Source: an optimization exercise on an open RTL-to-GDS flow (aim: small area and a short achievable clock period). Production flows keep margins and buffers that such runs may drop.
At most, simulation tests tie the RTL to the original design; equivalence was not proved.

// mlt_cplx
module mlt_cplx(in1, in2, op, clock);
input  [47:0] in1, in2;
input         clock;
output [47:0] op;
wire [6:0]  e_ar, e_ai, e_br, e_bi;
wire [16:0] f_ar, f_ai, f_br, f_bi;
wire [4:0]  t_ar, t_ai, t_br, t_bi;
wire [2:0]  c_ar, c_ai, c_br, c_bi;
fp_unpack u_ar (.x(in1[47:24]), .e(e_ar), .f(f_ar), .tz(t_ar), .c(c_ar));
fp_unpack u_ai (.x(in1[23:0]),  .e(e_ai), .f(f_ai), .tz(t_ai), .c(c_ai));
fp_unpack u_br (.x(in2[47:24]), .e(e_br), .f(f_br), .tz(t_br), .c(c_br));
fp_unpack u_bi (.x(in2[23:0]),  .e(e_bi), .f(f_bi), .tz(t_bi), .c(c_bi));
wire s_ar = in1[47], s_ai = in1[23], s_br = in2[47], s_bi = in2[23];
wire [31:0] rr, ii, ri, ir;
fp_mulr m1 (s_ar, e_ar, f_ar, t_ar, c_ar, s_br, e_br, f_br, t_br, c_br, rr);
fp_mulr m2 (s_ai, e_ai, f_ai, t_ai, c_ai, s_bi, e_bi, f_bi, t_bi, c_bi, ii);
fp_mulr m3 (s_ar, e_ar, f_ar, t_ar, c_ar, s_bi, e_bi, f_bi, t_bi, c_bi, ri);
fp_mulr m4 (s_ai, e_ai, f_ai, t_ai, c_ai, s_br, e_br, f_br, t_br, c_br, ir);
reg [31:0] p_rr, p_ii, p_ri, p_ir;
always @(posedge clock) begin
   p_rr <= rr;
   p_ii <= ii;
   p_ri <= ri;
   p_ir <= ir;
end
wire [23:0] q_rr, q_ii, q_ri, q_ir;
  ...
clock: 35.0 ns
lec_check: 0
cap_margin: 20
core_margin: 2
core_utilization: 40
slew_margin: 20
synth_hierarchical: 1
standard.sh (not shown) runs the stock make flow with config.mk's settings and CLKGATE_MAP_FILE= SYNTH_SCRIPT=/design/flow/synth_recipe.tcl, a recipe that flattens the netlist after the stock synthesis.
==> flow/flow/run.sh <==
#!/bin/bash
# Layout flow for this design.
#  1. Synthesis: the standard flow's own synthesis script (ORFS synth.tcl, hierarchical
#     as set in config.mk), changed so that only the full adders of the
#     multiplier arrays (module fa_cell) are mapped to adder cells; the rest
#     of the logic, except the multiplier arrays (module mul18), is
#     flattened just before ABC, which maps it with flow/abc.script.
#     Yosys's early "abc -fast" pass is skipped so that the adders stay as
#     written.  Registers are untouched, so they keep
#     the names and cell types of the standard synthesis.
#  2. Floorplan to finish: the standard steps (standard.sh).
# Each tool's output goes to a log file of its own in this folder.
set -o pipefail
W=$(pwd)
S=$FLOW_HOME/scripts

# synthesis script
sed -e "s|^source \$::env(SCRIPTS_DIR)/synth_preamble.tcl\$|&\nset abc_args [list -script $W/flow/abc.script {*}\$lib_args {*}\$lib_dont_use_args -constr \$::env(OBJECTS_DIR)/abc.constr]|" \
    -e "s|^\(  *\)extract_fa {\*}\[dont_use_extract_fa_args\]\$|\1extract_fa {*}[dont_use_extract_fa_args] fa_cell|" \
    -e "s|^\(  *\)log_cmd abc {\*}\$abc_args\$|\1setattr -mod -unset keep_hierarchy\n\1setattr -mod -set keep_hierarchy 1 mul18\n\1flatten\n\1hierarchy -top \$::env(DESIGN_NAME)\n\1opt_clean -purge\n&|" \
    $S/synth.tcl > my_synth.tcl
sed -e "s|yosys synth -nofsm -noshare|yosys synth -nofsm -noshare -noabc|" \
    -e "s|^source \$::env(SCRIPTS_DIR)/synth.tcl\$|source $W/my_synth.tcl|" \
    synth_recipe.tcl > my_synth_recipe.tcl
diff $S/synth.tcl my_synth.tcl > my_synth.diff
diff synth_recipe.tcl my_synth_recipe.tcl > my_synth_recipe.diff

# the standard make command, for the synthesis target with the script above
MK=$(grep '^make ' standard.sh | sed -e "s|SYNTH_SCRIPT=[^ ]*|SYNTH_SCRIPT=$W/my_synth_recipe.tcl|" -e 's|"\${@:-finish}"|synth|')
eval "$MK" > synth.log 2>&1 || exit 1

# floorplan to finish: port buffers of plain buffers, and the timing repair
# aiming for extra setup slack (the clock and constraints are unchanged)
export BUFFER_PORTS_ARGS="-buffer_cell sky130_fd_sc_hd__buf_4"
export SETUP_SLACK_MARGIN=$(cat flow/margin.txt)
bash standard.sh > standard.log 2>&1
==> flow/flow/abc.script <==
strash
dch
map -B 0.9
topo
stime -c
buffer -c
upsize -c
dnsize -c
==> flow/flow/margin.txt <==
18
Edit:
==> flow/flow/margin.txt (replaced) <==
16
After rerunning: Global-route usage falls by 0.49 points. Die area is unchanged. Synthesized area is unchanged.
No run of this note included a check of the RTL's function; only the layout flow was run.

* * *

mlt_cplx, a different RTL version from the one above (not shown whole).
For scale: ~59000 sq um of cells after synthesis.
clock: 35.0 ns
lec_check: 0
cap_margin: 20
core_margin: 2
core_utilization: 40
slew_margin: 20
synth_hierarchical: 1
==> flow/flow/abc.script <==
strash
&get -n
&dch
&nf
&put
topo
stime -c
buffer -c
upsize -c
dnsize -c
==> flow/flow/margin.txt <==
17
Scripts as last shown in full above: flow/flow/run.sh
The starting point finished clean.
Then changed:
==> flow/flow/run.sh (replaced) <==
#!/bin/bash
# The standard layout, with the port buffers made of plain buffers.
export BUFFER_PORTS_ARGS="-buffer_cell sky130_fd_sc_hd__buf_4"
bash standard.sh > standard.log 2>&1
ABC_AREA = 1   (was not set)
GPL_TIMING_DRIVEN = 0   (was not set)
removed: flow/flow/abc.script
removed: flow/flow/margin.txt
Synthesized area went up by 19%. Via count is higher by 17%. Synthesized cell count rises by 40%. Setup slack is better by 47 ps. Die area grows by 19%. First-iteration DRC count goes up by 8.3%. Utilization drops by 8.1 points. Global-route usage came out lower by 3.5 points. Fmax hardly moves.
Then changed:
==> flow/flow/run.sh (replaced) <==
#!/bin/bash
# Layout flow for this design.
#  1. Synthesis: the standard flow's own synthesis script (ORFS synth.tcl, hierarchical
#     as set in config.mk), changed so that only the full adders of the
#     multiplier arrays (module fa_cell) are mapped to adder cells; the rest
#     of the logic, except the multiplier arrays (module mul18), is
#     flattened just before ABC, which maps it with flow/abc.script.
#     Yosys's early "abc -fast" pass is skipped so that the adders stay as
#     written.  Registers are untouched, so they keep
#     the names and cell types of the standard synthesis.
#  2. Floorplan to finish: the standard steps (standard.sh).
# Each tool's output goes to a log file of its own in this folder.
set -o pipefail
W=$(pwd)
S=$FLOW_HOME/scripts

# synthesis script
sed -e "s|^source \$::env(SCRIPTS_DIR)/synth_preamble.tcl\$|&\nset abc_args [list -script $W/flow/abc.script {*}\$lib_args {*}\$lib_dont_use_args -constr \$::env(OBJECTS_DIR)/abc.constr]|" \
    -e "s|^\(  *\)extract_fa {\*}\[dont_use_extract_fa_args\]\$|\1extract_fa {*}[dont_use_extract_fa_args] fa_cell|" \
    -e "s|^\(  *\)log_cmd abc {\*}\$abc_args\$|\1setattr -mod -unset keep_hierarchy\n\1setattr -mod -set keep_hierarchy 1 mul18 fp_unpack\n\1flatten\n\1hierarchy -top \$::env(DESIGN_NAME)\n\1opt_clean -purge\n&|" \
    $S/synth.tcl > my_synth.tcl
sed -e "s|yosys synth -nofsm -noshare|yosys synth -nofsm -noshare -noabc|" \
    -e "s|^source \$::env(SCRIPTS_DIR)/synth.tcl\$|source $W/my_synth.tcl|" \
    synth_recipe.tcl > my_synth_recipe.tcl
diff $S/synth.tcl my_synth.tcl > my_synth.diff
diff synth_recipe.tcl my_synth_recipe.tcl > my_synth_recipe.diff

# the standard make command, for the synthesis target with the script above
MK=$(grep '^make ' standard.sh | sed -e "s|SYNTH_SCRIPT=[^ ]*|SYNTH_SCRIPT=$W/my_synth_recipe.tcl|" -e 's|"\${@:-finish}"|synth|')
eval "$MK" > synth.log 2>&1 || exit 1

# floorplan to finish: port buffers of plain buffers, and the timing repair
# aiming for extra setup slack (the clock and constraints are unchanged)
export BUFFER_PORTS_ARGS="-buffer_cell sky130_fd_sc_hd__buf_4"
export SETUP_SLACK_MARGIN=$(cat flow/margin.txt)
bash standard.sh > standard.log 2>&1
==> flow/flow/abc.script (new file) <==
strash
dch
map -B 0.9
topo
stime -c
buffer -c
upsize -c
dnsize -c
==> flow/flow/margin.txt (new file) <==
17
ABC_AREA = not set   (was 1)
GPL_TIMING_DRIVEN = not set   (was 0)
The new run passed the timing, design-rule and antenna checks.
Die area went down by 7.6%.
Flip-flop and latch count does not change.
Setup slack is better by 1300 ps.
Then changed:
--- a/flow/flow/run.sh
+++ b/flow/flow/run.sh
@@ -18,5 +18,5 @@
 sed -e "s|^source \$::env(SCRIPTS_DIR)/synth_preamble.tcl\$|&\nset abc_args [list -script $W/flow/abc.script {*}\$lib_args {*}\$lib_dont_use_args -constr \$::env(OBJECTS_DIR)/abc.constr]|" \
     -e "s|^\(  *\)extract_fa {\*}\[dont_use_extract_fa_args\]\$|\1extract_fa {*}[dont_use_extract_fa_args] fa_cell|" \
-    -e "s|^\(  *\)log_cmd abc {\*}\$abc_args\$|\1setattr -mod -unset keep_hierarchy\n\1setattr -mod -set keep_hierarchy 1 mul18 fp_unpack\n\1flatten\n\1hierarchy -top \$::env(DESIGN_NAME)\n\1opt_clean -purge\n&|" \
+    -e "s|^\(  *\)log_cmd abc {\*}\$abc_args\$|\1setattr -mod -unset keep_hierarchy\n\1setattr -mod -set keep_hierarchy 1 mul18\n\1flatten\n\1hierarchy -top \$::env(DESIGN_NAME)\n\1opt_clean -purge\n&|" \
     $S/synth.tcl > my_synth.tcl
 sed -e "s|yosys synth -nofsm -noshare|yosys synth -nofsm -noshare -noabc|" \
What happened: Die area barely changes. Sequential share of layout area came out higher by 0.12 points. Maximum frequency came out higher by 0.81%. Count of clock-buffer cells in the layout came out lower by 1. Hold slack gains 30 ps.
Then changed:
==> flow/flow/abc.script (replaced) <==
strash
dch
map -B 0.9
topo
stime -c
buffer -c
Routed wire length goes down by 0.48%.
First-iteration DRC count came out lower by 8.3%.
Final area drops by 0.90%.
Sequential share of layout area is about the same.
Final cell count rose by 0.67%.
Via count is lower by 0.49%.
Maximum frequency falls by 1.5%.
Setup slack gets worse by 260 ps.
Then changed:
==> flow/run.sh (new file) <==
#!/bin/bash
# synth_recipe.tcl (not shown) runs the flow's synth.tcl, then flattens the netlist and writes it again
# the make line also repeats each setting of config.mk as NAME=value (left out here)
make -C /OpenROAD-flow-scripts/flow DESIGN_CONFIG=/design/flow/config.mk WORK_HOME=/design/flow/orfs CLKGATE_MAP_FILE= SYNTH_SCRIPT=/design/flow/synth_recipe.tcl finish
ABC_AREA = 1   (was not set)
CORE_UTILIZATION = 60   (was 40)
removed: flow/flow/run.sh
removed: flow/flow/abc.script
removed: flow/flow/margin.txt
removed: flow/standard.sh
The new run produced a clean layout.
Die area decreases by 30%.
Setup slack gets worse by 2400 ps.
Cell count decreases by 4.8%.
Routed wire length decreases by 2.6%.
Global-route usage increases by 12 points.

## afterwards: timing with drivers on the ports
How much do the figures lean on ideal ports? The routed layouts below were timed once more, with nothing changed but the port constraints. Step 1 (the two cells are an assumption about what drives the block):
set clk [get_ports {clock}]
set_driving_cell -lib_cell sky130_fd_sc_hd__clkbuf_16 $clk
set_driving_cell -lib_cell sky130_fd_sc_hd__buf_2 [delete_from_list [all_inputs] $clk]
Step 2 also shifts input and output timing later by t, the mid clock arrival at the registers, as if the neighbouring blocks saw the same clock. Slacks: ideal ports / drivers / drivers and shift; pairs: ideal ports / drivers.
run | t, ns | slack for setup (ns) | worst slew at a driven data input, ns
the first run of note 1 | 0.542 | 18.128 / 18.060 / 18.018 | 0.19
the second run of note 1 | 0.540 | 17.017 / 16.947 / 17.487 | 0.19
the first run of note 2 | 0.430 | 16.235 / 16.166 / 15.736 | 0.41
the second run of note 2 | 0.416 | 16.281 / 16.221 / 16.302 | 0.14
the third run of note 2 | 0.423 | 17.600 / 17.637 / 17.214 | 0.19
the fourth run of note 2 | 0.425 | 17.740 / 17.752 / 17.327 | 0.12
the fifth run of note 2 | 0.400 | 17.484 / 17.500 / 17.101 | 0.20
the sixth run of note 2 | 0.458 | 15.039 / 14.959 / 15.417 | 0.06
After both steps setup and hold are still met in every run listed. The setup slack of the first run of note 2, which loses most, moves by -0.069 ns with the drivers and by -0.499 ns with both steps.
